Context: an optimization exercise on an open-source flow, tuned for small area and a short achievable clock period. The choices shown serve that exercise and are no tape-out recipe. Only simulation tests tie the RTL to the original design; equivalence was not proved. Power figures rest on the tool's default switching activity, not on a simulated workload.

### design/flow/config.mk
export PLATFORM = sky130hd
export DESIGN_NAME = sigmoid9slices
export DESIGN_NICKNAME = sigmoid9slices
export VERILOG_FILES = /design/flow/design.v
export SDC_FILE = /design/flow/constraint.sdc
export NUM_CORES = 4
export LEC_CHECK = 0
export ABC_AREA = 1
export CAP_MARGIN = 20
export CORE_MARGIN = 2
export CORE_UTILIZATION = 60
export CTS_CLUSTER_DIAMETER = 200
export CTS_CLUSTER_SIZE = 60
export SETUP_SLACK_MARGIN = 5
export SLEW_MARGIN = 20
export TNS_END_PERCENT = 0
### design/flow/constraint.sdc
create_clock -name core_clock -period 8.0 [get_ports {clk}]
set_input_delay 1.6000 -clock core_clock [delete_from_list [all_inputs] [get_ports {clk}]]
set_output_delay 1.6000 -clock core_clock [all_outputs]
set_load 0.01 [all_outputs]
### design/flow/design.v
`timescale 1ns / 1ps
module sigmoid9slices (
    input wire clk,
    input wire rst_n,
    input wire signed [15:0] x0_in,
    input wire signed [15:0] x1_in,
    input wire valid_in,
    output reg signed [15:0] y0_out,
    output reg signed [15:0] y1_out,
    output reg valid_out
);
    reg v1, v2;
    always @(posedge clk or negedge rst_n)
        if (!rst_n) begin v1 <= 1'b0; v2 <= 1'b0; valid_out <= 1'b0; end
        else begin v1 <= valid_in; v2 <= v1; valid_out <= v2; end
    function [4:0] thr(input [14:0] u);
        reg lo155, lo2ab, g1, g2, g3, g4, g5;
        begin
            lo155 = u[9] | (u[8] & u[7]) | (u[8] & u[6] & (u[5] | (u[4] & u[3]) | (u[4] & u[2] & (u[1] | u[0]))));
            lo2ab = u[10] | (u[9] & u[8]) | (u[9] & u[7] & (u[6] | (u[5] & u[4]) | (u[5] & u[3] & (u[2] | (u[1] & u[0])))));
            g2 = u[14] | u[13] | u[12];
            g5 = u[14] | (u[13] & u[12]);
            g1 = g2 | u[11] | (u[10] & lo155);
            g3 = u[14] | u[13] | (u[12] & u[11] & lo2ab);
            g4 = u[14] | (u[13] & (u[12] | u[11] | (u[10] & lo155)));
            thr = {g5, g4, g3, g2, g1};
        end
    endfunction
    function [5:0] dec(input [15:0] x);
        reg [14:0] u;
        reg g1, g2, g3, g4, g5;
        reg [4:0] gp, gn;
        begin
            u = x[14:0];
            gp = thr(u);
            gn = thr(~u);
            {g5, g4, g3, g2, g1} = x[15] ? gn : gp;
            dec = {g5, ~g1, g1 & ~g2, g2 & ~g3, g3 & ~g4, g4 & ~g5};
        end
    endfunction
    reg [12:0] a0, a1;   
    reg [5:0] c0, c1;
    always @(posedge clk) begin
        a0 <= {x0_in[15], x0_in[11:0]}; a1 <= {x1_in[15], x1_in[11:0]};
        c0 <= dec(x0_in); c1 <= dec(x1_in);
    end
    wire [10:0] xr0 = a0[10:0];
    wire [10:0] xn0 = ~a0[10:0];
    wire sat0 = c0[5];
    wire r0_0_0 = (c0[0] & xr0[0]) | (c0[1] & xn0[0]);
    wire r0_0_1 = c0[1];
    wire r0_1_0 = ((c0[0] | c0[2] | c0[3]) & xr0[0]) | (c0[1] & xn0[1]) | (c0[4] & xn0[0]);
    wire r0_1_1 = (c0[0] & xr0[1]) | c0[4];
    wire r0_2_0 = ((c0[0] | c0[2] | c0[3]) & xr0[1]) | (c0[1] & xn0[2]) | (c0[4] & xn0[1]);
    wire r0_2_1 = (c0[0] & xr0[2]);
    wire r0_3_0 = ((c0[0] | c0[2] | c0[3]) & xr0[2]) | (c0[1] & xn0[3]) | (c0[4] & xn0[2]);
    wire r0_3_1 = ((c0[0] | c0[1]) & xr0[0]);
    wire r0_3_2 = (c0[0] & xr0[3]);
    wire r0_4_0 = ((c0[0] | c0[2] | c0[3]) & xr0[3]) | (c0[1] & xn0[4]) | (c0[4] & xn0[0]);
    wire r0_4_1 = ((c0[0] | c0[1]) & xr0[1]) | (c0[3] & xr0[0]) | c0[4];
    wire r0_4_2 = (c0[0] & xr0[4]) | (c0[4] & xn0[3]);
    wire r0_5_0 = ((c0[0] | c0[2] | c0[3]) & xr0[4]) | (c0[1] & xr0[0]) | (c0[4] & xn0[1]);
    wire r0_5_1 = ((c0[0] | c0[1]) & xr0[2]) | (c0[3] & xr0[1]) | (c0[4] & xn0[4]);
    wire r0_5_2 = (c0[0] & xr0[5]) | (c0[1] & xn0[5]);
    wire r0_6_0 = ((c0[0] | c0[2] | c0[3]) & xr0[5]) | (c0[1] & xr0[1]) | (c0[4] & xn0[2]);
    wire r0_6_1 = ((c0[0] | c0[1]) & xr0[3]) | (c0[3] & xr0[0]) | (c0[4] & xn0[5]);
    wire r0_6_2 = (c0[0] & xr0[6]) | (c0[1] & xn0[6]) | (c0[3] & xr0[2]);
    wire r0_7_0 = ((c0[0] | c0[2] | c0[3]) & xr0[6]) | (c0[1] & xr0[2]) | (c0[4] & xn0[3]);
    wire r0_7_1 = ((c0[0] | c0[1]) & xr0[4]) | (c0[2] & xr0[0]) | (c0[3] & xr0[1]) | (c0[4] & xn0[6]);
    wire r0_7_2 = (c0[0] & xr0[7]) | (c0[1] & xn0[7]) | (c0[3] & xr0[3]);
    wire r0_8_0 = ((c0[0] | c0[2] | c0[3]) & xr0[7]) | (c0[1] & xr0[3]) | (c0[4] & xn0[4]);
    wire r0_8_1 = ((c0[0] | c0[1]) & xr0[5]) | (c0[2] & xr0[1]) | (c0[3] & xr0[0]) | (c0[4] & xn0[7]);
    wire r0_8_2 = (c0[0] & xr0[8]) | (c0[1] & xn0[8]) | (c0[3] & xr0[2]);
    wire r0_8_3 = (c0[3] & xr0[4]);
    wire r0_9_0 = ((c0[0] | c0[2] | c0[3]) & xr0[8]) | (c0[1] & xr0[4]) | (c0[4] & xr0[0]);
    wire r0_9_1 = ((c0[0] | c0[1]) & xr0[6]) | (c0[2] & xr0[2]) | (c0[3] & xr0[1]) | (c0[4] & xn0[5]);
    wire r0_9_2 = (c0[0] & xr0[9]) | (c0[1] & xn0[9]) | (c0[3] & xr0[3]) | (c0[4] & xn0[8]);
    wire r0_9_3 = (c0[3] & xr0[5]);
    wire r0_10_0 = ((c0[0] | c0[2] | c0[3]) & xr0[9]) | (c0[1] & xr0[5]) | (c0[4] & xr0[1]);
    wire r0_10_1 = ((c0[0] | c0[1]) & xr0[7]) | (c0[2] & xr0[3]) | (c0[3] & xr0[2]) | (c0[4] & xn0[6]);
    wire r0_10_2 = (c0[0] & xr0[10]) | (c0[1] & xn0[10]) | (c0[3] & xr0[4]) | (c0[4] & xn0[9]);
    wire r0_10_3 = (c0[3] & xr0[6]);
    wire r0_11_0 = ((c0[0] | c0[1]) & xr0[8]) | (c0[2] & xr0[4]) | (c0[3] & xr0[3]) | (c0[4] & xr0[2]) | (sat0 & (a0[12] | ~a0[12]));
    wire r0_11_1 = ((c0[0] | c0[2]) & xr0[10]) | (c0[1] & xr0[6]) | (c0[3] & xr0[5]) | (c0[4] & xn0[7]);
    wire r0_11_2 = ((c0[0] | c0[1]) & ((a0[12] & a0[11]) | (~a0[12] & a0[11]))) | c0[2] | (c0[3] & xr0[7]) | (c0[4] & xn0[10]);
    wire r0_11_3 = (c0[3] & ((a0[12] & ~a0[11] & a0[10]) | (~a0[12] & ~a0[11] & a0[10]) | (~a0[12] & a0[11] & a0[10])));
    wire r0_12_0 = ((c0[0] | c0[1]) & xr0[9]) | (c0[2] & xr0[5]) | (c0[3] & xr0[4]) | (c0[4] & xr0[3]) | (sat0 & (~a0[12]));
    wire r0_12_1 = (c0[0] & ((a0[12] & ~a0[11]) | (~a0[12] & a0[11]))) | (c0[1] & xr0[7]) | (c0[2] & ((a0[12] & a0[11]) | (~a0[12] & ~a0[11]))) | (c0[3] & xr0[6]) | (c0[4] & xn0[8]);
    wire r0_12_2 = (c0[1] & ((a0[12] & a0[11]) | (a0[12] & ~a0[11]))) | (c0[3] & xr0[8]) | (c0[4] & ((~a0[12] & ~a0[11])));
    wire r0_12_3 = (c0[3] & ((a0[12] & a0[11] & ~a0[10]) | (~a0[12] & a0[11] & ~a0[10]) | (~a0[12] & a0[11] & a0[10])));
    wire r0_13_0 = ((c0[0] | c0[1]) & xr0[10]) | (c0[2] & xr0[6]) | (c0[3] & xr0[5]) | (c0[4] & xr0[4]) | (sat0 & (a0[12]));
    wire r0_13_1 = (c0[0] & ((a0[12] & a0[11]))) | (c0[1] & xr0[8]) | (c0[2] & ((~a0[12] & a0[11]))) | (c0[3] & xr0[7]) | (c0[4] & xn0[9]);
    wire r0_13_2 = (c0[1] & ((~a0[12] & a0[11]) | (~a0[12] & ~a0[11]))) | (c0[3] & xr0[9]) | (c0[4] & ((~a0[12] & ~a0[11])));
    wire r0_13_3 = (c0[3] & ((a0[12] & ~a0[11] & ~a0[10]) | (a0[12] & ~a0[11] & a0[10]) | (a0[12] & a0[11] & ~a0[10])));
    wire r0_14_0 = (c0[0] & ((a0[12] & a0[11]) | (~a0[12] & ~a0[11]))) | (c0[1] & xr0[9]) | (c0[2] & xr0[7]) | (c0[3] & xr0[6]) | (c0[4] & xr0[5]) | (sat0 & (~a0[12]));
    wire r0_14_1 = (c0[1] & ((a0[12] & ~a0[11]) | (~a0[12] & a0[11]))) | (c0[2] & ((~a0[12] & ~a0[11]) | (~a0[12] & a0[11]))) | (c0[3] & xr0[8]) | (c0[4] & xn0[10]);
    wire r0_14_2 = (c0[3] & xr0[10]) | (c0[4] & ((~a0[12] & ~a0[11])));
    wire r0_14_3 = (c0[3] & ((~a0[12] & ~a0[11] & a0[10]) | (~a0[12] & a0[11] & ~a0[10]) | (~a0[12] & a0[11] & a0[10])));
    wire r0_15_0 = (c0[0] & ((~a0[12] & a0[11]))) | (c0[1] & xr0[10]) | (c0[2] & xr0[8]) | (c0[3] & xr0[7]) | (c0[4] & xr0[6]) | (sat0 & (~a0[12]));
    wire r0_15_1 = (c0[1] & ((~a0[12] & ~a0[11]))) | (c0[2] & ((a0[12] & ~a0[11]) | (a0[12] & a0[11]))) | (c0[3] & xr0[9]);
    wire r0_15_2 = (c0[3] & ((a0[12] & ~a0[11] & ~a0[10]) | (a0[12] & ~a0[11] & a0[10]) | (~a0[12] & a0[11] & ~a0[10]) | (~a0[12] & a0[11] & a0[10])));
    wire r0_16_0 = (c0[0] & ((~a0[12] & ~a0[11]) | (~a0[12] & a0[11]))) | (c0[1] & ((a0[12] & ~a0[11]) | (~a0[12] & a0[11]))) | (c0[2] & xr0[9]) | (c0[3] & xr0[8]) | (c0[4] & xr0[7]) | (sat0 & (~a0[12]));
    wire r0_16_1 = (c0[2] & ((a0[12] & ~a0[11]) | (a0[12] & a0[11]))) | (c0[3] & xr0[10]) | (c0[4] & ((~a0[12] & ~a0[11])));
    wire r0_16_2 = (c0[3] & ((a0[12] & ~a0[11] & ~a0[10]) | (a0[12] & ~a0[11] & a0[10]) | (~a0[12] & ~a0[11] & a0[10]) | (~a0[12] & a0[11] & ~a0[10]) | (~a0[12] & a0[11] & a0[10])));
    wire r0_17_0 = (c0[0] & ((~a0[12] & ~a0[11]) | (~a0[12] & a0[11]))) | ((c0[1] | c0[4]) & ((~a0[12] & ~a0[11]))) | (c0[2] & xr0[10]) | (c0[3] & xr0[9]) | (sat0 & (~a0[12]));
    wire r0_17_1 = (c0[2] & ((a0[12] & ~a0[11]) | (a0[12] & a0[11]))) | (c0[3] & ((a0[12] & ~a0[11] & ~a0[10]) | (a0[12] & ~a0[11] & a0[10]) | (a0[12] & a0[11] & ~a0[10]) | (~a0[12] & ~a0[11] & a0[10]))) | (c0[4] & xr0[8]);
    wire r0_18_0 = (c0[0] & ((~a0[12] & ~a0[11]) | (~a0[12] & a0[11]))) | (c0[1] & ((~a0[12] & a0[11]) | (~a0[12] & ~a0[11]))) | (c0[2] & ((a0[12] & ~a0[11]) | (~a0[12] & a0[11]))) | (c0[3] & xr0[10]) | (c0[4] & xr0[9]) | (sat0 & (~a0[12]));
    wire r0_18_1 = (c0[3] & ((a0[12] & ~a0[11] & ~a0[10]) | (a0[12] & ~a0[11] & a0[10]) | (~a0[12] & a0[11] & ~a0[10]) | (~a0[12] & a0[11] & a0[10]))) | (c0[4] & ((~a0[12] & ~a0[11])));
    wire r0_19_0 = (c0[0] & ((~a0[12] & ~a0[11]) | (~a0[12] & a0[11]))) | (c0[1] & ((~a0[12] & a0[11]) | (~a0[12] & ~a0[11]))) | (c0[2] & ((a0[12] & ~a0[11]) | (~a0[12] & ~a0[11]) | (~a0[12] & a0[11]))) | (c0[3] & ((~a0[12] & a0[11] & ~a0[10]) | (~a0[12] & a0[11] & a0[10]))) | (c0[4] & xr0[10]) | (sat0 & (~a0[12]));
    wire r0_19_1 = (c0[4] & ((~a0[12] & ~a0[11])));
    wire r0_20_0 = (c0[0] & ((~a0[12] & ~a0[11]) | (~a0[12] & a0[11]))) | (c0[1] & ((~a0[12] & a0[11]) | (~a0[12] & ~a0[11]))) | (c0[2] & ((a0[12] & ~a0[11]) | (~a0[12] & ~a0[11]) | (~a0[12] & a0[11]))) | (c0[3] & ((a0[12] & a0[11] & ~a0[10]))) | c0[4] | (sat0 & (~a0[12]));
    wire r0_21_0 = (c0[0] & ((~a0[12] & ~a0[11]) | (~a0[12] & a0[11]))) | (c0[1] & ((~a0[12] & a0[11]) | (~a0[12] & ~a0[11]))) | (c0[2] & ((a0[12] & ~a0[11]) | (~a0[12] & ~a0[11]) | (~a0[12] & a0[11]))) | (c0[3] & ((~a0[12] & ~a0[11] & a0[10]) | (~a0[12] & a0[11] & ~a0[10]) | (~a0[12] & a0[11] & a0[10]))) | (sat0 & (~a0[12]));
    wire h0_1s = r0_8_0 ^ r0_8_1;
    wire h0_1c = r0_8_0 & r0_8_1;
    wire f0_2s = r0_9_0 ^ r0_9_1 ^ r0_9_2;
    wire f0_2c = (r0_9_0 & r0_9_1) | (r0_9_0 & r0_9_2) | (r0_9_1 & r0_9_2);
    wire f0_3s = r0_10_0 ^ r0_10_1 ^ r0_10_2;
    wire f0_3c = (r0_10_0 & r0_10_1) | (r0_10_0 & r0_10_2) | (r0_10_1 & r0_10_2);
    wire f0_4s = r0_11_0 ^ r0_11_1 ^ r0_11_2;
    wire f0_4c = (r0_11_0 & r0_11_1) | (r0_11_0 & r0_11_2) | (r0_11_1 & r0_11_2);
    wire f0_5s = r0_12_0 ^ r0_12_1 ^ r0_12_2;
    wire f0_5c = (r0_12_0 & r0_12_1) | (r0_12_0 & r0_12_2) | (r0_12_1 & r0_12_2);
    wire f0_6s = r0_13_0 ^ r0_13_1 ^ r0_13_2;
    wire f0_6c = (r0_13_0 & r0_13_1) | (r0_13_0 & r0_13_2) | (r0_13_1 & r0_13_2);
    wire f0_7s = r0_14_0 ^ r0_14_1 ^ r0_14_2;
    wire f0_7c = (r0_14_0 & r0_14_1) | (r0_14_0 & r0_14_2) | (r0_14_1 & r0_14_2);
    wire h0_8s = r0_15_0 ^ r0_15_1;
    wire h0_8c = r0_15_0 & r0_15_1;
    wire h0_9s = r0_16_0 ^ r0_16_1;
    wire h0_9c = r0_16_0 & r0_16_1;
    wire h0_10s = r0_3_0 ^ r0_3_1;
    wire h0_10c = r0_3_0 & r0_3_1;
    wire f0_11s = r0_4_0 ^ r0_4_1 ^ r0_4_2;
    wire f0_11c = (r0_4_0 & r0_4_1) | (r0_4_0 & r0_4_2) | (r0_4_1 & r0_4_2);
    wire f0_12s = r0_5_0 ^ r0_5_1 ^ r0_5_2;
    wire f0_12c = (r0_5_0 & r0_5_1) | (r0_5_0 & r0_5_2) | (r0_5_1 & r0_5_2);
    wire f0_13s = r0_6_0 ^ r0_6_1 ^ r0_6_2;
    wire f0_13c = (r0_6_0 & r0_6_1) | (r0_6_0 & r0_6_2) | (r0_6_1 & r0_6_2);
    wire f0_14s = r0_7_0 ^ r0_7_1 ^ r0_7_2;
    wire f0_14c = (r0_7_0 & r0_7_1) | (r0_7_0 & r0_7_2) | (r0_7_1 & r0_7_2);
    wire f0_15s = r0_8_2 ^ r0_8_3 ^ h0_1s;
    wire f0_15c = (r0_8_2 & r0_8_3) | (r0_8_2 & h0_1s) | (r0_8_3 & h0_1s);
    wire f0_16s = r0_9_3 ^ h0_1c ^ f0_2s;
    wire f0_16c = (r0_9_3 & h0_1c) | (r0_9_3 & f0_2s) | (h0_1c & f0_2s);
    wire f0_17s = r0_10_3 ^ f0_2c ^ f0_3s;
    wire f0_17c = (r0_10_3 & f0_2c) | (r0_10_3 & f0_3s) | (f0_2c & f0_3s);
    wire f0_18s = r0_11_3 ^ f0_3c ^ f0_4s;
    wire f0_18c = (r0_11_3 & f0_3c) | (r0_11_3 & f0_4s) | (f0_3c & f0_4s);
    wire f0_19s = r0_12_3 ^ f0_4c ^ f0_5s;
    wire f0_19c = (r0_12_3 & f0_4c) | (r0_12_3 & f0_5s) | (f0_4c & f0_5s);
    wire f0_20s = r0_13_3 ^ f0_5c ^ f0_6s;
    wire f0_20c = (r0_13_3 & f0_5c) | (r0_13_3 & f0_6s) | (f0_5c & f0_6s);
    wire f0_21s = r0_14_3 ^ f0_6c ^ f0_7s;
    wire f0_21c = (r0_14_3 & f0_6c) | (r0_14_3 & f0_7s) | (f0_6c & f0_7s);
    wire f0_22s = r0_15_2 ^ f0_7c ^ h0_8s;
    wire f0_22c = (r0_15_2 & f0_7c) | (r0_15_2 & h0_8s) | (f0_7c & h0_8s);
    wire f0_23s = r0_16_2 ^ h0_8c ^ h0_9s;
    wire f0_23c = (r0_16_2 & h0_8c) | (r0_16_2 & h0_9s) | (h0_8c & h0_9s);
    wire f0_24s = r0_17_0 ^ r0_17_1 ^ h0_9c;
    wire f0_24c = (r0_17_0 & r0_17_1) | (r0_17_0 & h0_9c) | (r0_17_1 & h0_9c);
    wire h0_25s = r0_18_0 ^ r0_18_1;
    wire h0_25c = r0_18_0 & r0_18_1;
    wire h0_26s = r0_19_0 ^ r0_19_1;
    wire h0_26c = r0_19_0 & r0_19_1;
    wire lg0_27 = (r0_1_0 & r0_1_1) | ((r0_1_0 | r0_1_1) & (r0_0_0 & r0_0_1));
    wire lp0_27 = (r0_1_0 | r0_1_1) & (r0_0_0 | r0_0_1);
    wire lg0_28 = (r0_3_2 & h0_10s) | ((r0_3_2 | h0_10s) & (r0_2_0 & r0_2_1));
    wire lp0_28 = (r0_3_2 | h0_10s) & (r0_2_0 | r0_2_1);
    wire lg0_29 = (f0_11c & f0_12s) | ((f0_11c | f0_12s) & (h0_10c & f0_11s));
    wire lp0_29 = (f0_11c | f0_12s) & (h0_10c | f0_11s);
    wire lg0_30 = lg0_28 | (lp0_28 & lg0_27);
    wire lp0_30 = lp0_28 & lp0_27;
    wire lg0_31 = lg0_29 | (lp0_29 & lg0_30);
    wire lp0_31 = lp0_29 & lp0_30;
    wire lg0_32 = (f0_13c & f0_14s) | ((f0_13c | f0_14s) & (f0_12c & f0_13s));
    wire lp0_32 = (f0_13c | f0_14s) & (f0_12c | f0_13s);
    wire lg0_33 = (f0_15c & f0_16s) | ((f0_15c | f0_16s) & (f0_14c & f0_15s));
    wire lp0_33 = (f0_15c | f0_16s) & (f0_14c | f0_15s);
    wire lg0_34 = lg0_33 | (lp0_33 & lg0_32);
    wire lp0_34 = lp0_33 & lp0_32;
    wire lg0_35 = (f0_16c & f0_17s) | ((f0_16c | f0_17s) & lg0_34);
    wire lp0_35 = (f0_16c | f0_17s) & lp0_34;
    reg [10:0] sa0, sb0;
    reg lgl0, lgh0, lph0;   
    wire lc0 = lgh0 | (lph0 & lgl0);
    always @(posedge clk) begin
        sa0 <= {r0_21_0, r0_20_0, h0_25c, f0_24c, f0_23c, f0_22c, f0_21c, f0_20c, f0_19c, f0_18c, f0_17c};
        sb0 <= {1'b0, h0_26c, h0_26s, h0_25s, f0_24s, f0_23s, f0_22s, f0_21s, f0_20s, f0_19s, f0_18s};
        lgl0 <= lg0_31; lgh0 <= lg0_35; lph0 <= lp0_35;
    end
    wire [10:0] ys0;
    wire ys0_p0 = (sa0[0] ^ sb0[0]);
    wire ys0_p1 = (sa0[1] ^ sb0[1]);
    wire ys0_p2 = (sa0[2] ^ sb0[2]);
    wire ys0_p3 = (sa0[3] ^ sb0[3]);
    wire ys0_p4 = (sa0[4] ^ sb0[4]);
    wire ys0_p5 = (sa0[5] ^ sb0[5]);
    wire ys0_p6 = (sa0[6] ^ sb0[6]);
    wire ys0_p7 = (sa0[7] ^ sb0[7]);
    wire ys0_p8 = (sa0[8] ^ sb0[8]);
    wire ys0_p9 = (sa0[9] ^ sb0[9]);
    wire ys0_p10 = (sa0[10] ^ sb0[10]);
    wire ys0_g0 = (sa0[0] & sb0[0]) | (ys0_p0 & lc0);
    wire ys0_g1 = (sa0[1] & sb0[1]);
    wire ys0_g2 = (sa0[2] & sb0[2]);
    wire ys0_g3 = (sa0[3] & sb0[3]);
    wire ys0_g4 = (sa0[4] & sb0[4]);
    wire ys0_g5 = (sa0[5] & sb0[5]);
    wire ys0_g6 = (sa0[6] & sb0[6]);
    wire ys0_g7 = (sa0[7] & sb0[7]);
    wire ys0_g8 = (sa0[8] & sb0[8]);
    wire ys0_g9 = (sa0[9] & sb0[9]);
    wire ys0_g10 = (sa0[10] & sb0[10]);
    wire ys0_G36 = ys0_g1 | (ys0_p1 & ys0_g0);
    wire ys0_P36 = ys0_p1 & ys0_p0;
    wire ys0_G37 = ys0_g3 | (ys0_p3 & ys0_g2);
    wire ys0_P37 = ys0_p3 & ys0_p2;
    wire ys0_G38 = ys0_g5 | (ys0_p5 & ys0_g4);
    wire ys0_P38 = ys0_p5 & ys0_p4;
    wire ys0_G39 = ys0_g7 | (ys0_p7 & ys0_g6);
    wire ys0_P39 = ys0_p7 & ys0_p6;
    wire ys0_G40 = ys0_g9 | (ys0_p9 & ys0_g8);
    wire ys0_P40 = ys0_p9 & ys0_p8;
    wire ys0_G41 = ys0_G37 | (ys0_P37 & ys0_G36);
    wire ys0_P41 = ys0_P37 & ys0_P36;
    wire ys0_G42 = ys0_G39 | (ys0_P39 & ys0_G38);
    wire ys0_P42 = ys0_P39 & ys0_P38;
    wire ys0_G43 = ys0_G42 | (ys0_P42 & ys0_G41);
    wire ys0_P43 = ys0_P42 & ys0_P41;
    wire ys0_G44 = ys0_G38 | (ys0_P38 & ys0_G41);
    wire ys0_P44 = ys0_P38 & ys0_P41;
    wire ys0_G45 = ys0_G40 | (ys0_P40 & ys0_G43);
    wire ys0_P45 = ys0_P40 & ys0_P43;
    wire ys0_G46 = ys0_g2 | (ys0_p2 & ys0_G36);
    wire ys0_P46 = ys0_p2 & ys0_P36;
    wire ys0_G47 = ys0_g4 | (ys0_p4 & ys0_G41);
    wire ys0_P47 = ys0_p4 & ys0_P41;
    wire ys0_G48 = ys0_g6 | (ys0_p6 & ys0_G44);
    wire ys0_P48 = ys0_p6 & ys0_P44;
    wire ys0_G49 = ys0_g8 | (ys0_p8 & ys0_G43);
    wire ys0_P49 = ys0_p8 & ys0_P43;
    wire ys0_G50 = ys0_g10 | (ys0_p10 & ys0_G45);
    wire ys0_P50 = ys0_p10 & ys0_P45;
    assign ys0[0] = ys0_p0 ^ lc0;
    assign ys0[1] = ys0_p1 ^ ys0_g0;
    assign ys0[2] = ys0_p2 ^ ys0_G36;
    assign ys0[3] = ys0_p3 ^ ys0_G46;
    assign ys0[4] = ys0_p4 ^ ys0_G41;
    assign ys0[5] = ys0_p5 ^ ys0_G47;
    assign ys0[6] = ys0_p6 ^ ys0_G44;
    assign ys0[7] = ys0_p7 ^ ys0_G48;
    assign ys0[8] = ys0_p8 ^ ys0_G43;
    assign ys0[9] = ys0_p9 ^ ys0_G49;
    assign ys0[10] = ys0_p10 ^ ys0_G45;
    always @(posedge clk) y0_out <= {5'b0, ys0};
    wire [10:0] xr1 = a1[10:0];
    wire [10:0] xn1 = ~a1[10:0];
    wire sat1 = c1[5];
    wire r1_0_0 = (c1[0] & xr1[0]) | (c1[1] & xn1[0]);
    wire r1_0_1 = c1[1];
    wire r1_1_0 = ((c1[0] | c1[2] | c1[3]) & xr1[0]) | (c1[1] & xn1[1]) | (c1[4] & xn1[0]);
    wire r1_1_1 = (c1[0] & xr1[1]) | c1[4];
    wire r1_2_0 = ((c1[0] | c1[2] | c1[3]) & xr1[1]) | (c1[1] & xn1[2]) | (c1[4] & xn1[1]);
    wire r1_2_1 = (c1[0] & xr1[2]);
    wire r1_3_0 = ((c1[0] | c1[2] | c1[3]) & xr1[2]) | (c1[1] & xn1[3]) | (c1[4] & xn1[2]);
    wire r1_3_1 = ((c1[0] | c1[1]) & xr1[0]);
    wire r1_3_2 = (c1[0] & xr1[3]);
    wire r1_4_0 = ((c1[0] | c1[2] | c1[3]) & xr1[3]) | (c1[1] & xn1[4]) | (c1[4] & xn1[0]);
    wire r1_4_1 = ((c1[0] | c1[1]) & xr1[1]) | (c1[3] & xr1[0]) | c1[4];
    wire r1_4_2 = (c1[0] & xr1[4]) | (c1[4] & xn1[3]);
    wire r1_5_0 = ((c1[0] | c1[2] | c1[3]) & xr1[4]) | (c1[1] & xr1[0]) | (c1[4] & xn1[1]);
    wire r1_5_1 = ((c1[0] | c1[1]) & xr1[2]) | (c1[3] & xr1[1]) | (c1[4] & xn1[4]);
    wire r1_5_2 = (c1[0] & xr1[5]) | (c1[1] & xn1[5]);
    wire r1_6_0 = ((c1[0] | c1[2] | c1[3]) & xr1[5]) | (c1[1] & xr1[1]) | (c1[4] & xn1[2]);
    wire r1_6_1 = ((c1[0] | c1[1]) & xr1[3]) | (c1[3] & xr1[0]) | (c1[4] & xn1[5]);
    wire r1_6_2 = (c1[0] & xr1[6]) | (c1[1] & xn1[6]) | (c1[3] & xr1[2]);
    wire r1_7_0 = ((c1[0] | c1[2] | c1[3]) & xr1[6]) | (c1[1] & xr1[2]) | (c1[4] & xn1[3]);
    wire r1_7_1 = ((c1[0] | c1[1]) & xr1[4]) | (c1[2] & xr1[0]) | (c1[3] & xr1[1]) | (c1[4] & xn1[6]);
    wire r1_7_2 = (c1[0] & xr1[7]) | (c1[1] & xn1[7]) | (c1[3] & xr1[3]);
    wire r1_8_0 = ((c1[0] | c1[2] | c1[3]) & xr1[7]) | (c1[1] & xr1[3]) | (c1[4] & xn1[4]);
    wire r1_8_1 = ((c1[0] | c1[1]) & xr1[5]) | (c1[2] & xr1[1]) | (c1[3] & xr1[0]) | (c1[4] & xn1[7]);
    wire r1_8_2 = (c1[0] & xr1[8]) | (c1[1] & xn1[8]) | (c1[3] & xr1[2]);
    wire r1_8_3 = (c1[3] & xr1[4]);
    wire r1_9_0 = ((c1[0] | c1[2] | c1[3]) & xr1[8]) | (c1[1] & xr1[4]) | (c1[4] & xr1[0]);
    wire r1_9_1 = ((c1[0] | c1[1]) & xr1[6]) | (c1[2] & xr1[2]) | (c1[3] & xr1[1]) | (c1[4] & xn1[5]);
    wire r1_9_2 = (c1[0] & xr1[9]) | (c1[1] & xn1[9]) | (c1[3] & xr1[3]) | (c1[4] & xn1[8]);
    wire r1_9_3 = (c1[3] & xr1[5]);
    wire r1_10_0 = ((c1[0] | c1[2] | c1[3]) & xr1[9]) | (c1[1] & xr1[5]) | (c1[4] & xr1[1]);
    wire r1_10_1 = ((c1[0] | c1[1]) & xr1[7]) | (c1[2] & xr1[3]) | (c1[3] & xr1[2]) | (c1[4] & xn1[6]);
    wire r1_10_2 = (c1[0] & xr1[10]) | (c1[1] & xn1[10]) | (c1[3] & xr1[4]) | (c1[4] & xn1[9]);
    wire r1_10_3 = (c1[3] & xr1[6]);
    wire r1_11_0 = ((c1[0] | c1[1]) & xr1[8]) | (c1[2] & xr1[4]) | (c1[3] & xr1[3]) | (c1[4] & xr1[2]) | (sat1 & (a1[12] | ~a1[12]));
    wire r1_11_1 = ((c1[0] | c1[2]) & xr1[10]) | (c1[1] & xr1[6]) | (c1[3] & xr1[5]) | (c1[4] & xn1[7]);
    wire r1_11_2 = ((c1[0] | c1[1]) & ((a1[12] & a1[11]) | (~a1[12] & a1[11]))) | c1[2] | (c1[3] & xr1[7]) | (c1[4] & xn1[10]);
    wire r1_11_3 = (c1[3] & ((a1[12] & ~a1[11] & a1[10]) | (~a1[12] & ~a1[11] & a1[10]) | (~a1[12] & a1[11] & a1[10])));
    wire r1_12_0 = ((c1[0] | c1[1]) & xr1[9]) | (c1[2] & xr1[5]) | (c1[3] & xr1[4]) | (c1[4] & xr1[3]) | (sat1 & (~a1[12]));
    wire r1_12_1 = (c1[0] & ((a1[12] & ~a1[11]) | (~a1[12] & a1[11]))) | (c1[1] & xr1[7]) | (c1[2] & ((a1[12] & a1[11]) | (~a1[12] & ~a1[11]))) | (c1[3] & xr1[6]) | (c1[4] & xn1[8]);
    wire r1_12_2 = (c1[1] & ((a1[12] & a1[11]) | (a1[12] & ~a1[11]))) | (c1[3] & xr1[8]) | (c1[4] & ((~a1[12] & ~a1[11])));
    wire r1_12_3 = (c1[3] & ((a1[12] & a1[11] & ~a1[10]) | (~a1[12] & a1[11] & ~a1[10]) | (~a1[12] & a1[11] & a1[10])));
    wire r1_13_0 = ((c1[0] | c1[1]) & xr1[10]) | (c1[2] & xr1[6]) | (c1[3] & xr1[5]) | (c1[4] & xr1[4]) | (sat1 & (a1[12]));
    wire r1_13_1 = (c1[0] & ((a1[12] & a1[11]))) | (c1[1] & xr1[8]) | (c1[2] & ((~a1[12] & a1[11]))) | (c1[3] & xr1[7]) | (c1[4] & xn1[9]);
    wire r1_13_2 = (c1[1] & ((~a1[12] & a1[11]) | (~a1[12] & ~a1[11]))) | (c1[3] & xr1[9]) | (c1[4] & ((~a1[12] & ~a1[11])));
    wire r1_13_3 = (c1[3] & ((a1[12] & ~a1[11] & ~a1[10]) | (a1[12] & ~a1[11] & a1[10]) | (a1[12] & a1[11] & ~a1[10])));
    wire r1_14_0 = (c1[0] & ((a1[12] & a1[11]) | (~a1[12] & ~a1[11]))) | (c1[1] & xr1[9]) | (c1[2] & xr1[7]) | (c1[3] & xr1[6]) | (c1[4] & xr1[5]) | (sat1 & (~a1[12]));
    wire r1_14_1 = (c1[1] & ((a1[12] & ~a1[11]) | (~a1[12] & a1[11]))) | (c1[2] & ((~a1[12] & ~a1[11]) | (~a1[12] & a1[11]))) | (c1[3] & xr1[8]) | (c1[4] & xn1[10]);
    wire r1_14_2 = (c1[3] & xr1[10]) | (c1[4] & ((~a1[12] & ~a1[11])));
    wire r1_14_3 = (c1[3] & ((~a1[12] & ~a1[11] & a1[10]) | (~a1[12] & a1[11] & ~a1[10]) | (~a1[12] & a1[11] & a1[10])));
    wire r1_15_0 = (c1[0] & ((~a1[12] & a1[11]))) | (c1[1] & xr1[10]) | (c1[2] & xr1[8]) | (c1[3] & xr1[7]) | (c1[4] & xr1[6]) | (sat1 & (~a1[12]));
    wire r1_15_1 = (c1[1] & ((~a1[12] & ~a1[11]))) | (c1[2] & ((a1[12] & ~a1[11]) | (a1[12] & a1[11]))) | (c1[3] & xr1[9]);
    wire r1_15_2 = (c1[3] & ((a1[12] & ~a1[11] & ~a1[10]) | (a1[12] & ~a1[11] & a1[10]) | (~a1[12] & a1[11] & ~a1[10]) | (~a1[12] & a1[11] & a1[10])));
    wire r1_16_0 = (c1[0] & ((~a1[12] & ~a1[11]) | (~a1[12] & a1[11]))) | (c1[1] & ((a1[12] & ~a1[11]) | (~a1[12] & a1[11]))) | (c1[2] & xr1[9]) | (c1[3] & xr1[8]) | (c1[4] & xr1[7]) | (sat1 & (~a1[12]));
    wire r1_16_1 = (c1[2] & ((a1[12] & ~a1[11]) | (a1[12] & a1[11]))) | (c1[3] & xr1[10]) | (c1[4] & ((~a1[12] & ~a1[11])));
    wire r1_16_2 = (c1[3] & ((a1[12] & ~a1[11] & ~a1[10]) | (a1[12] & ~a1[11] & a1[10]) | (~a1[12] & ~a1[11] & a1[10]) | (~a1[12] & a1[11] & ~a1[10]) | (~a1[12] & a1[11] & a1[10])));
    wire r1_17_0 = (c1[0] & ((~a1[12] & ~a1[11]) | (~a1[12] & a1[11]))) | ((c1[1] | c1[4]) & ((~a1[12] & ~a1[11]))) | (c1[2] & xr1[10]) | (c1[3] & xr1[9]) | (sat1 & (~a1[12]));
    wire r1_17_1 = (c1[2] & ((a1[12] & ~a1[11]) | (a1[12] & a1[11]))) | (c1[3] & ((a1[12] & ~a1[11] & ~a1[10]) | (a1[12] & ~a1[11] & a1[10]) | (a1[12] & a1[11] & ~a1[10]) | (~a1[12] & ~a1[11] & a1[10]))) | (c1[4] & xr1[8]);
    wire r1_18_0 = (c1[0] & ((~a1[12] & ~a1[11]) | (~a1[12] & a1[11]))) | (c1[1] & ((~a1[12] & a1[11]) | (~a1[12] & ~a1[11]))) | (c1[2] & ((a1[12] & ~a1[11]) | (~a1[12] & a1[11]))) | (c1[3] & xr1[10]) | (c1[4] & xr1[9]) | (sat1 & (~a1[12]));
    wire r1_18_1 = (c1[3] & ((a1[12] & ~a1[11] & ~a1[10]) | (a1[12] & ~a1[11] & a1[10]) | (~a1[12] & a1[11] & ~a1[10]) | (~a1[12] & a1[11] & a1[10]))) | (c1[4] & ((~a1[12] & ~a1[11])));
    wire r1_19_0 = (c1[0] & ((~a1[12] & ~a1[11]) | (~a1[12] & a1[11]))) | (c1[1] & ((~a1[12] & a1[11]) | (~a1[12] & ~a1[11]))) | (c1[2] & ((a1[12] & ~a1[11]) | (~a1[12] & ~a1[11]) | (~a1[12] & a1[11]))) | (c1[3] & ((~a1[12] & a1[11] & ~a1[10]) | (~a1[12] & a1[11] & a1[10]))) | (c1[4] & xr1[10]) | (sat1 & (~a1[12]));
    wire r1_19_1 = (c1[4] & ((~a1[12] & ~a1[11])));
    wire r1_20_0 = (c1[0] & ((~a1[12] & ~a1[11]) | (~a1[12] & a1[11]))) | (c1[1] & ((~a1[12] & a1[11]) | (~a1[12] & ~a1[11]))) | (c1[2] & ((a1[12] & ~a1[11]) | (~a1[12] & ~a1[11]) | (~a1[12] & a1[11]))) | (c1[3] & ((a1[12] & a1[11] & ~a1[10]))) | c1[4] | (sat1 & (~a1[12]));
    wire r1_21_0 = (c1[0] & ((~a1[12] & ~a1[11]) | (~a1[12] & a1[11]))) | (c1[1] & ((~a1[12] & a1[11]) | (~a1[12] & ~a1[11]))) | (c1[2] & ((a1[12] & ~a1[11]) | (~a1[12] & ~a1[11]) | (~a1[12] & a1[11]))) | (c1[3] & ((~a1[12] & ~a1[11] & a1[10]) | (~a1[12] & a1[11] & ~a1[10]) | (~a1[12] & a1[11] & a1[10]))) | (sat1 & (~a1[12]));
    wire h1_51s = r1_8_0 ^ r1_8_1;
    wire h1_51c = r1_8_0 & r1_8_1;
    wire f1_52s = r1_9_0 ^ r1_9_1 ^ r1_9_2;
    wire f1_52c = (r1_9_0 & r1_9_1) | (r1_9_0 & r1_9_2) | (r1_9_1 & r1_9_2);
    wire f1_53s = r1_10_0 ^ r1_10_1 ^ r1_10_2;
    wire f1_53c = (r1_10_0 & r1_10_1) | (r1_10_0 & r1_10_2) | (r1_10_1 & r1_10_2);
    wire f1_54s = r1_11_0 ^ r1_11_1 ^ r1_11_2;
    wire f1_54c = (r1_11_0 & r1_11_1) | (r1_11_0 & r1_11_2) | (r1_11_1 & r1_11_2);
    wire f1_55s = r1_12_0 ^ r1_12_1 ^ r1_12_2;
    wire f1_55c = (r1_12_0 & r1_12_1) | (r1_12_0 & r1_12_2) | (r1_12_1 & r1_12_2);
    wire f1_56s = r1_13_0 ^ r1_13_1 ^ r1_13_2;
    wire f1_56c = (r1_13_0 & r1_13_1) | (r1_13_0 & r1_13_2) | (r1_13_1 & r1_13_2);
    wire f1_57s = r1_14_0 ^ r1_14_1 ^ r1_14_2;
    wire f1_57c = (r1_14_0 & r1_14_1) | (r1_14_0 & r1_14_2) | (r1_14_1 & r1_14_2);
    wire h1_58s = r1_15_0 ^ r1_15_1;
    wire h1_58c = r1_15_0 & r1_15_1;
    wire h1_59s = r1_16_0 ^ r1_16_1;
    wire h1_59c = r1_16_0 & r1_16_1;
    wire h1_60s = r1_3_0 ^ r1_3_1;
    wire h1_60c = r1_3_0 & r1_3_1;
    wire f1_61s = r1_4_0 ^ r1_4_1 ^ r1_4_2;
    wire f1_61c = (r1_4_0 & r1_4_1) | (r1_4_0 & r1_4_2) | (r1_4_1 & r1_4_2);
    wire f1_62s = r1_5_0 ^ r1_5_1 ^ r1_5_2;
    wire f1_62c = (r1_5_0 & r1_5_1) | (r1_5_0 & r1_5_2) | (r1_5_1 & r1_5_2);
    wire f1_63s = r1_6_0 ^ r1_6_1 ^ r1_6_2;
    wire f1_63c = (r1_6_0 & r1_6_1) | (r1_6_0 & r1_6_2) | (r1_6_1 & r1_6_2);
    wire f1_64s = r1_7_0 ^ r1_7_1 ^ r1_7_2;
    wire f1_64c = (r1_7_0 & r1_7_1) | (r1_7_0 & r1_7_2) | (r1_7_1 & r1_7_2);
    wire f1_65s = r1_8_2 ^ r1_8_3 ^ h1_51s;
    wire f1_65c = (r1_8_2 & r1_8_3) | (r1_8_2 & h1_51s) | (r1_8_3 & h1_51s);
    wire f1_66s = r1_9_3 ^ h1_51c ^ f1_52s;
    wire f1_66c = (r1_9_3 & h1_51c) | (r1_9_3 & f1_52s) | (h1_51c & f1_52s);
    wire f1_67s = r1_10_3 ^ f1_52c ^ f1_53s;
    wire f1_67c = (r1_10_3 & f1_52c) | (r1_10_3 & f1_53s) | (f1_52c & f1_53s);
    wire f1_68s = r1_11_3 ^ f1_53c ^ f1_54s;
    wire f1_68c = (r1_11_3 & f1_53c) | (r1_11_3 & f1_54s) | (f1_53c & f1_54s);
    wire f1_69s = r1_12_3 ^ f1_54c ^ f1_55s;
    wire f1_69c = (r1_12_3 & f1_54c) | (r1_12_3 & f1_55s) | (f1_54c & f1_55s);
    wire f1_70s = r1_13_3 ^ f1_55c ^ f1_56s;
    wire f1_70c = (r1_13_3 & f1_55c) | (r1_13_3 & f1_56s) | (f1_55c & f1_56s);
    wire f1_71s = r1_14_3 ^ f1_56c ^ f1_57s;
    wire f1_71c = (r1_14_3 & f1_56c) | (r1_14_3 & f1_57s) | (f1_56c & f1_57s);
    wire f1_72s = r1_15_2 ^ f1_57c ^ h1_58s;
    wire f1_72c = (r1_15_2 & f1_57c) | (r1_15_2 & h1_58s) | (f1_57c & h1_58s);
    wire f1_73s = r1_16_2 ^ h1_58c ^ h1_59s;
    wire f1_73c = (r1_16_2 & h1_58c) | (r1_16_2 & h1_59s) | (h1_58c & h1_59s);
    wire f1_74s = r1_17_0 ^ r1_17_1 ^ h1_59c;
    wire f1_74c = (r1_17_0 & r1_17_1) | (r1_17_0 & h1_59c) | (r1_17_1 & h1_59c);
    wire h1_75s = r1_18_0 ^ r1_18_1;
    wire h1_75c = r1_18_0 & r1_18_1;
    wire h1_76s = r1_19_0 ^ r1_19_1;
    wire h1_76c = r1_19_0 & r1_19_1;
    wire lg1_77 = (r1_1_0 & r1_1_1) | ((r1_1_0 | r1_1_1) & (r1_0_0 & r1_0_1));
    wire lp1_77 = (r1_1_0 | r1_1_1) & (r1_0_0 | r1_0_1);
    wire lg1_78 = (r1_3_2 & h1_60s) | ((r1_3_2 | h1_60s) & (r1_2_0 & r1_2_1));
    wire lp1_78 = (r1_3_2 | h1_60s) & (r1_2_0 | r1_2_1);
    wire lg1_79 = (f1_61c & f1_62s) | ((f1_61c | f1_62s) & (h1_60c & f1_61s));
    wire lp1_79 = (f1_61c | f1_62s) & (h1_60c | f1_61s);
    wire lg1_80 = lg1_78 | (lp1_78 & lg1_77);
    wire lp1_80 = lp1_78 & lp1_77;
    wire lg1_81 = lg1_79 | (lp1_79 & lg1_80);
    wire lp1_81 = lp1_79 & lp1_80;
    wire lg1_82 = (f1_63c & f1_64s) | ((f1_63c | f1_64s) & (f1_62c & f1_63s));
    wire lp1_82 = (f1_63c | f1_64s) & (f1_62c | f1_63s);
    wire lg1_83 = (f1_65c & f1_66s) | ((f1_65c | f1_66s) & (f1_64c & f1_65s));
    wire lp1_83 = (f1_65c | f1_66s) & (f1_64c | f1_65s);
    wire lg1_84 = lg1_83 | (lp1_83 & lg1_82);
    wire lp1_84 = lp1_83 & lp1_82;
    wire lg1_85 = (f1_66c & f1_67s) | ((f1_66c | f1_67s) & lg1_84);
    wire lp1_85 = (f1_66c | f1_67s) & lp1_84;
    reg [10:0] sa1, sb1;
    reg lgl1, lgh1, lph1;   
    wire lc1 = lgh1 | (lph1 & lgl1);
    always @(posedge clk) begin
        sa1 <= {r1_21_0, r1_20_0, h1_75c, f1_74c, f1_73c, f1_72c, f1_71c, f1_70c, f1_69c, f1_68c, f1_67c};
        sb1 <= {1'b0, h1_76c, h1_76s, h1_75s, f1_74s, f1_73s, f1_72s, f1_71s, f1_70s, f1_69s, f1_68s};
        lgl1 <= lg1_81; lgh1 <= lg1_85; lph1 <= lp1_85;
    end
    wire [10:0] ys1;
    wire ys1_p0 = (sa1[0] ^ sb1[0]);
    wire ys1_p1 = (sa1[1] ^ sb1[1]);
    wire ys1_p2 = (sa1[2] ^ sb1[2]);
    wire ys1_p3 = (sa1[3] ^ sb1[3]);
    wire ys1_p4 = (sa1[4] ^ sb1[4]);
    wire ys1_p5 = (sa1[5] ^ sb1[5]);
    wire ys1_p6 = (sa1[6] ^ sb1[6]);
    wire ys1_p7 = (sa1[7] ^ sb1[7]);
    wire ys1_p8 = (sa1[8] ^ sb1[8]);
    wire ys1_p9 = (sa1[9] ^ sb1[9]);
    wire ys1_p10 = (sa1[10] ^ sb1[10]);
    wire ys1_g0 = (sa1[0] & sb1[0]) | (ys1_p0 & lc1);
    wire ys1_g1 = (sa1[1] & sb1[1]);
    wire ys1_g2 = (sa1[2] & sb1[2]);
    wire ys1_g3 = (sa1[3] & sb1[3]);
    wire ys1_g4 = (sa1[4] & sb1[4]);
    wire ys1_g5 = (sa1[5] & sb1[5]);
    wire ys1_g6 = (sa1[6] & sb1[6]);
    wire ys1_g7 = (sa1[7] & sb1[7]);
    wire ys1_g8 = (sa1[8] & sb1[8]);
    wire ys1_g9 = (sa1[9] & sb1[9]);
    wire ys1_g10 = (sa1[10] & sb1[10]);
    wire ys1_G86 = ys1_g1 | (ys1_p1 & ys1_g0);
    wire ys1_P86 = ys1_p1 & ys1_p0;
    wire ys1_G87 = ys1_g3 | (ys1_p3 & ys1_g2);
    wire ys1_P87 = ys1_p3 & ys1_p2;
    wire ys1_G88 = ys1_g5 | (ys1_p5 & ys1_g4);
    wire ys1_P88 = ys1_p5 & ys1_p4;
    wire ys1_G89 = ys1_g7 | (ys1_p7 & ys1_g6);
    wire ys1_P89 = ys1_p7 & ys1_p6;
    wire ys1_G90 = ys1_g9 | (ys1_p9 & ys1_g8);
    wire ys1_P90 = ys1_p9 & ys1_p8;
    wire ys1_G91 = ys1_G87 | (ys1_P87 & ys1_G86);
    wire ys1_P91 = ys1_P87 & ys1_P86;
    wire ys1_G92 = ys1_G89 | (ys1_P89 & ys1_G88);
    wire ys1_P92 = ys1_P89 & ys1_P88;
    wire ys1_G93 = ys1_G92 | (ys1_P92 & ys1_G91);
    wire ys1_P93 = ys1_P92 & ys1_P91;
    wire ys1_G94 = ys1_G88 | (ys1_P88 & ys1_G91);
    wire ys1_P94 = ys1_P88 & ys1_P91;
    wire ys1_G95 = ys1_G90 | (ys1_P90 & ys1_G93);
    wire ys1_P95 = ys1_P90 & ys1_P93;
    wire ys1_G96 = ys1_g2 | (ys1_p2 & ys1_G86);
    wire ys1_P96 = ys1_p2 & ys1_P86;
    wire ys1_G97 = ys1_g4 | (ys1_p4 & ys1_G91);
    wire ys1_P97 = ys1_p4 & ys1_P91;
    wire ys1_G98 = ys1_g6 | (ys1_p6 & ys1_G94);
    wire ys1_P98 = ys1_p6 & ys1_P94;
    wire ys1_G99 = ys1_g8 | (ys1_p8 & ys1_G93);
    wire ys1_P99 = ys1_p8 & ys1_P93;
    wire ys1_G100 = ys1_g10 | (ys1_p10 & ys1_G95);
    wire ys1_P100 = ys1_p10 & ys1_P95;
    assign ys1[0] = ys1_p0 ^ lc1;
    assign ys1[1] = ys1_p1 ^ ys1_g0;
    assign ys1[2] = ys1_p2 ^ ys1_G86;
    assign ys1[3] = ys1_p3 ^ ys1_G96;
    assign ys1[4] = ys1_p4 ^ ys1_G91;
    assign ys1[5] = ys1_p5 ^ ys1_G97;
    assign ys1[6] = ys1_p6 ^ ys1_G94;
    assign ys1[7] = ys1_p7 ^ ys1_G98;
    assign ys1[8] = ys1_p8 ^ ys1_G93;
    assign ys1[9] = ys1_p9 ^ ys1_G99;
    assign ys1[10] = ys1_p10 ^ ys1_G95;
    always @(posedge clk) y1_out <= {5'b0, ys1};
endmodule
### design/flow/flow/run.sh
#!/bin/bash
# Standard layout, with plain buffers (instead of delay cells) on the ports, and the
# timing repair aimed at a setup slack of 5.6 ns. The make output goes to standard.log,
# each ORFS step's full log to orfs/logs/.
set -e
export BUFFER_PORTS_ARGS="-buffer_cell sky130_fd_sc_hd__buf_2"
bash standard.sh finish SETUP_SLACK_MARGIN=5.6 > standard.log 2>&1
### design/flow/standard.sh
#!/bin/bash
# synth_recipe.tcl (not shown) runs the flow's synth.tcl, then flattens the netlist and writes it again
# the make line also repeats each setting of config.mk as NAME=value (left out here)
make -C /OpenROAD-flow-scripts/flow DESIGN_CONFIG=/design/flow/config.mk WORK_HOME=/design/flow/orfs CLKGATE_MAP_FILE= SYNTH_SCRIPT=/design/flow/synth_recipe.tcl "${@:-finish}"
==> results of run 1 <==
-- worst paths after layout --
| kind | to | cells after the start | startpoint |
|---|---|---|---|
| worst min-delay path | valid_out | 0 | v2 |
| worst max register to register | lgh1 | 11 | a1[9] |
| worst max-delay path | valid_out | 1 | valid_out |
| worst min register to register | valid_out | 0 | v2 |
| max in group asynchronous | v2 | 1 | rst_n |
| min in group asynchronous | valid_out | 1 | rst_n |
-- through the flow --
| stage | cells | total power [mW] | utilization, % | setup WS, ns | hold slack (ns) |
|---|---|---|---|---|---|
| after CTS | 1053 | 1.81 | 67.5 | 5.55 | 0.365 |
| after floorplan | 860 | 1.20 | - | 5.64 | 0.331 |
| final | 1065 | 1.81 | 69.1 | 5.56 | 0.360 |
| after global routing | 1065 | 1.96 | 69.1 | 5.49 | 0.374 |
| after global placement | 1026 | 1.35 | 63.6 | 5.18 | 0.344 |
| after detailed placement | 1026 | 1.39 | 63.6 | 5.05 | 0.347 |
-- cells in the final DEF, fill, tap and decap left out, types with 9 or more instances in the layout --
master	instances
o22ai_1	16
buf_2	57
nor2_1	53
o211ai_1	10
nand3_1	22
fa_1	52
ha_1	37
a21oi_1	53
nand2_1	190
o21ai_0	42
conb_1	10
buf_4	24
clkbuf_16	9
dfxtp_2	12
inv_1	120
dfxtp_4	11
dfxtp_1	85
-- area by class of cell --
cell class | count | area (um2) | share of cell area, %
sequential | 111 | 2290 | 29.2
multi-input combinational | 580 | 4110 | 52.3
inverter | 135 | 544 | 6.93
timing repair buffer | 81 | 465 | 5.93
tap | 143 | 179 | 2.28
clock buffer | 10 | 229 | 2.91
clock inverter | 5 | 35.0 | 0.446
-- what timing repair did --
| item | 4_1_cts | 5_1_grt |
|---|---|---|
| setup endpoints to repair | 24 | 24 |
| pin swaps | 4 | 8 |
| buffers inserted | 12 | 12 |
| hold buffers | 0 | 0 |
| gates cloned | 0 | 0 |
| resized for setup | 36 | 35 |
-- routing by layer --
layer,GRT usage [%],part of all wire (%)
met1,38.6,44
met2,41.9,44
met3,4.84,8.5
met4,11.5,3.1
met5,0,0
-- worst reg2reg max path, cell delays in order (launching register included) --
cell       delay, ns
dfxtp_2         0.42
inv_1           0.15
nand2_1         0.12
o2111ai_2       0.14
fa_1            0.51
inv_1           0.05
fa_1            0.44
nand2_1         0.10
nand2_1         0.05
a21oi_1         0.16
a21oi_1         0.09
a21oi_1         0.12
-- registers in the layout, summed over array words and instances, names as in the netlist --
name	cells
a0	13
sb1	10
v1	1
valid_out	1
lgh1	1
sa1	11
c1	6
y1_out	11
lgl0	1
y0_out	11
sb0	10
sa0	11
v2	1
a1	13
lgh0	1
lph1	1
c0	6
lph0	1
lgl1	1
-- logic make-up (layout without fill, tap and decap cells) --
kind of cell	after synthesis	count (layout)	synth area share [%]
other cells	1	10	0.0538
simple gates	290	290	17.2
buf+inv	169	231	10.8
flops	111	111	32.1
fa+ha+maj	90	90	21.7
compound gates	182	182	17.1
xor+xnor	8	8	1.00
-- where the power goes --
part | total (mW) | switching, mW | leakage [nW] | internal (mW)
combinational | 0.650 | 0.375 | 2.99 | 0.276
clock | 0.410 | 0.199 | 0.129 | 0.211
sequential | 0.754 | 0.0669 | 0.945 | 0.687
total | 1.81 | 0.640 | 4.06 | 1.17
==> metrics.yaml, run 1 <==
status: "no timing/DRC/antenna violations"
antennaDiodeCount: 0
report.final.hold_viol_count: 0
slew_violations: 0
nNetsFinal: 1043
port_buffers: 57
die_area_um2: 12500
rsz0062_at_grt: "true"
max_stage_delay_ns: 0.36
die_h_um: 112
post-route-cell-area_um2: 7860
drc_errors: 0
dr_total_vias: 6055
synth_area_leaders: "dfxtp_1 31%, fa_1 15%, nand2_1 10%, ha_1 6.8%, inv_1 6.6%"
ir_drop_v: 0.000221
syn-instance-count: 851
hpwl_mm: 12.9
crit_required_ns: 6.40
cp_slowest_cell: "dfrtp_1"
cts_tree: "yes"
max_freq_ghz: 0.410
hp-class: "reg -> reg"
cts-htree-levels: 3
synth_area_leader_cell: "dfxtp_1"
netlist_area_um2: 6980
cp-start-kind: "register"
cp.arrival_ns: 0.84
start_util_pct: 61.4
crit_path_end_kind: "output pin"
p_leak_nw: 4.06
critical_path_class: "reg -> out"
wl_per_cell_um: 15.6
syn_to_final_growth_pct: 12.6
placed_cell_area_um2: 7230
clock-sinks: 111
grt_pass1_wl_mm: 27.9
cp_cell_sequence: "buf_2"
antenna_found_initial: 0
numCtsBuffers: 9
period_share_pct: 30.5
tns_ns: 0
drt-pass1-iter-count: 6
cpLargestDelayFamily: "flip-flops"
power_density_nw_per_um2: 231
drt-vias-per-instance: 5.69
drive_gt1_share_pct: 17.6
ys_ff_latch: 111
rows: 39
setup_viol: 0
maxSlewHeadroom_pct: 62.4
drt_wl_total_mm: 16.7
async_flop_share_pct: 2.70
period_minus_slack_ns: 2.44
yosys_warnings: 1
drtIter0Drc: 697
cp_max_fo: 1
synth_commonest_cells: "191 x nand2_1, 123 x inv_1, 108 x dfxtp_1"
nFillCells: 952
r2r_slack_ns: 5.58
drv_cap: 0
cts_max_path_buffers: 2
grt.total_usage_pct: 27.4
tightest_slew_ns: 0.562
synth_edf_count: 0
detail-route-antenna-nets: 0
yosysSeqAreaShare_pct: 32.1
finClkSkew_ns: 0.0137
synth.distinct_cells: 45
synth.most_common_cell: "nand2_1"
overflow: 0
grt_max_degree: 22
synth_top_area_share_pct: 31.0
clkTransAtPathRegs_ns: 0.07
insertion_delay_ns: 0.35
ys.flop_type: "dfxtp_1"
avgSynthCellArea_um2: 8.20
num_io_pins: 68
core_area_um2: 11400
die_w_um: 112
grt_pass1_vias: 5844
cts_root_buf: "clkbuf_16"
place_congestion: 0.993
path_buf_inv: 1
==> inputs of run 2 (changes only) <==
==> design/flow/flow/run.sh (replaced) <==
#!/bin/bash
# Standard layout, with plain buffers (instead of delay cells) on the ports, and the
# timing repair aimed at a setup slack of 5.5 ns. The make output goes to standard.log,
# each ORFS step's full log to orfs/logs/.
set -e
export BUFFER_PORTS_ARGS="-buffer_cell sky130_fd_sc_hd__buf_2"
bash standard.sh finish SETUP_SLACK_MARGIN=5.5 > standard.log 2>&1
--- a/design/flow/config.mk
+++ b/design/flow/config.mk
@@ -10,6 +10,4 @@
 export CORE_MARGIN = 2
 export CORE_UTILIZATION = 60
-export CTS_CLUSTER_DIAMETER = 200
-export CTS_CLUSTER_SIZE = 60
 export SETUP_SLACK_MARGIN = 5
 export SLEW_MARGIN = 20
==> run 2 against run 1 <==
Against the previous run: core utilization is 0.41 points lower; maximum frequency down 2.4%; sequential share of layout area grew 0.061 points; design area is 0.59% lower; first-iteration DRC count shrank 6.7%; global-route usage fell by 0.54 points; via count is 1.0% lower; critical path type is now reg -> reg; largest power group unchanged.
==> metrics.yaml, run 2 <==
status: "no timing/DRC/antenna violations"
p_leak_nw: 4.02  # -0.85%
die_w_um: 112  # unchanged
p_total_mw: 1.81  # -0.16%
report.final.hold_viol_count: 0  # unchanged
synth_area_leaders: "dfxtp_1 31%, fa_1 15%, nand2_1 10%, ha_1 6.8%, inv_1 6.6%"
yosysSeqAreaShare_pct: 32.1  # unchanged
max_stage_delay_ns: 0.50  # +0.14 ns
drv_cap: 0  # unchanged
finClkSkew_ns: 0.0143  # +0.000540 ns
clkTransAtPathRegs_ns: 0.07  # about the same
async_flop_share_pct: 2.70  # unchanged
tightest_slew_ns: 0.576  # +0.0135 ns
cts_max_path_buffers: 2  # unchanged
syn-instance-count: 851  # unchanged
avgSynthCellArea_um2: 8.20  # unchanged
drt-vias-per-instance: 5.65  # -0.54%
ir_drop_v: 0.000220  # about the same
cts-htree-levels: 3  # unchanged
drt_wl_total_mm: 16.6  # -0.13%
antennaDiodeCount: 0  # unchanged
period_share_pct: 31.2  # +0.75 points
critical_path_class: "reg -> reg"
cts_hold_buf: 0  # unchanged
synth_commonest_cells: "191 x nand2_1, 123 x inv_1, 108 x dfxtp_1"
cp_cell_sequence: "inv_1 -> ha_1 -> o22ai_1 -> a211oi_1 -> fa_1 -> inv_1 -> fa_1"
power_density_nw_per_um2: 232  # +0.43%
final_cell_mix: "190 x nand2_1, 122 x inv_1, 88 x dfxtp_1"
cp-start-kind: "register"
detail-route-antenna-nets: 0  # unchanged
finalCoreUtilization_pct: 68.7  # -0.41 points
hp-class: "reg -> reg"
slew_violations: 0  # unchanged
grt_pass1_wl_mm: 27.4  # -1.7%
period_minus_slack_ns: 2.50  # +0.0599 ns
numCtsBuffers: 9  # unchanged
netlist_area_um2: 6980  # unchanged
hold_ws_ns: 0.360  # +0.000172 ns
crit_required_ns: 8.22  # +1.82 ns
hpwl_mm: 12.9  # unchanged
place_congestion: 0.993  # unchanged
cts_root_buf: "clkbuf_16"
post-route-cell-area_um2: 7810  # -0.59%
syn_to_final_growth_pct: 11.9
cpLargestDelayFamily: "adder cells"
antenna_found_initial: 0  # unchanged
cp_slowest_cell: "fa_1"
grt.total_usage_pct: 26.9  # -0.54 points
synth.distinct_cells: 45  # unchanged
start_util_pct: 61.4  # unchanged
rows: 39  # unchanged
core_area_um2: 11400  # unchanged
ys_ff_latch: 111  # unchanged
cts_tree: "yes"
synth.most_common_cell: "nand2_1"
num_io_pins: 68  # unchanged
die_area_um2: 12500  # unchanged
yosys_warnings: 1  # unchanged
largest_registers: "a0 (13), a1 (13)"
tns_ns: 0  # unchanged
dr_total_vias: 5994  # -1.0%
synth_area_leader_cell: "dfxtp_1"
overflow: 0  # unchanged
setup_viol: 0  # unchanged
insertion_delay_ns: 0.35  # about the same
drtIter0Drc: 650  # -6.7%
maxSlewHeadroom_pct: 61.5  # -0.90 points
nNetsFinal: 1038  # -0.48%
clock-sinks: 111  # unchanged
wl_per_cell_um: 15.7  # +0.35%
crit_path_end_kind: "register"
port_buffers: 57  # unchanged
drive_gt1_share_pct: 16.1  # -1.4 points
drt-pass1-iter-count: 6  # unchanged
ys.flop_type: "dfxtp_1"
grt_pass1_vias: 5768  # -1.3%
cp.arrival_ns: 2.72  # +1.88 ns
final_common_cell: "nand2_1"
synth_edf_count: 0  # unchanged
grt_max_degree: 22  # unchanged
rsz0062_at_grt: "true"
synth_top_area_share_pct: 31.0  # unchanged
die_h_um: 112  # unchanged
cp_max_fo: 8  # +7
placed_cell_area_um2: 7230  # unchanged
drc_errors: 0  # unchanged
max_freq_ghz: 0.400  # -2.4%
path_buf_inv: 2  # +1
## run 2: cell families (layout without fill, tap and decap cells)
family | Yosys count | after routing | share of synthesized area (%)
fa+ha+maj | 90 | 90 | 21.7
simple gates | 290 | 290 | 17.2
xor+xnor | 8 | 8 | 1.00
compound gates | 182 | 182 | 17.1
buf+inv | 169 | 226 | 10.8
flops | 111 | 111 | 32.1
other cells | 1 | 10 | 0.0538
## run 2: worst paths after layout
path | startpoint | endpoint | slack (ns) | cells past startpoint
hold / removal | v2 | valid_out | 0.36 | 0
setup / recovery | a1[12] | sb1[1] | 5.50 | 7
setup reg to reg | a1[12] | sb1[1] | 5.50 | 7
max in group asynchronous | rst_n | v2 | 6.86 | 1
min in group asynchronous | rst_n | valid_out | 1.03 | 1
hold reg to reg | v2 | valid_out | 0.36 | 0
## run 2: what timing repair did
item                       in CTS  in global routing
gates resized for setup        14                 47
buffers inserted                0                 19
setup endpoints to repair      15                 14
pin swaps                       1                  2
## run 2: metal layers
layer | global-route usage (%) | wire, um | vias up
met2 | 40.9 | 7380 | 338
met3 | 4.68 | 1330 | 46
met1 | 38.0 | 7480 | 2722
li1 | - | - | 2888
met4 | 11.4 | 442 | 0
met5 | 0 | 0 | -
## run 2: report_power, final
| group | leakage, nW | internal [mW] | switching (mW) |
|---|---|---|---|
| clock | 0.129 | 0.211 | 0.199 |
| combinational | 2.95 | 0.274 | 0.372 |
| sequential | 0.944 | 0.687 | 0.0681 |
## run 2: final cells by class
cell class	instances	area, um2
Multi-Input combinational cell	580	4110
Fill cell	965	3560
Sequential cell	111	2280
Inverter	135	544
Timing Repair Buffer	76	428
Clock buffer	10	229
Tap cell	143	179
Clock inverter	5	35.0
## run 2: per-stage QoR
stage | cells | setup WS [ns]
floorplan | 860 | 5.64
global placement | 1026 | 5.18
detailed placement | 1026 | 5.05
CTS | 1041 | 5.39
global route | 1060 | 5.39
finish | 1060 | 5.50

==> separate check: timing with driven ports <==
In the flow no input, the clock included, has a driving cell. The finished layouts below were timed again as built, in two steps.
Step 1, drivers: a clkbuf_16 drives clk and a buf_2 each remaining input, both assumed.
Step 2 also shifts input and output timing later by t, the mid clock arrival at the registers, as if the neighbouring blocks saw the same clock.
Slacks: ideal / step 1 / step 2; pairs: ideal / step 1.
run | shift t [ns] | slack for setup (ns) | clock arrival spread, ns
run 1 | 0.388 | 5.562 / 5.522 / 5.383 | 0.014 / 0.014
run 2 | 0.387 | 5.502 / 5.502 / 5.379 | 0.015 / 0.015
After both steps every run listed still meets setup and hold. For run 1, which loses most, drivers alone change the setup slack by -0.040 ns; drivers and shift together by -0.179 ns.
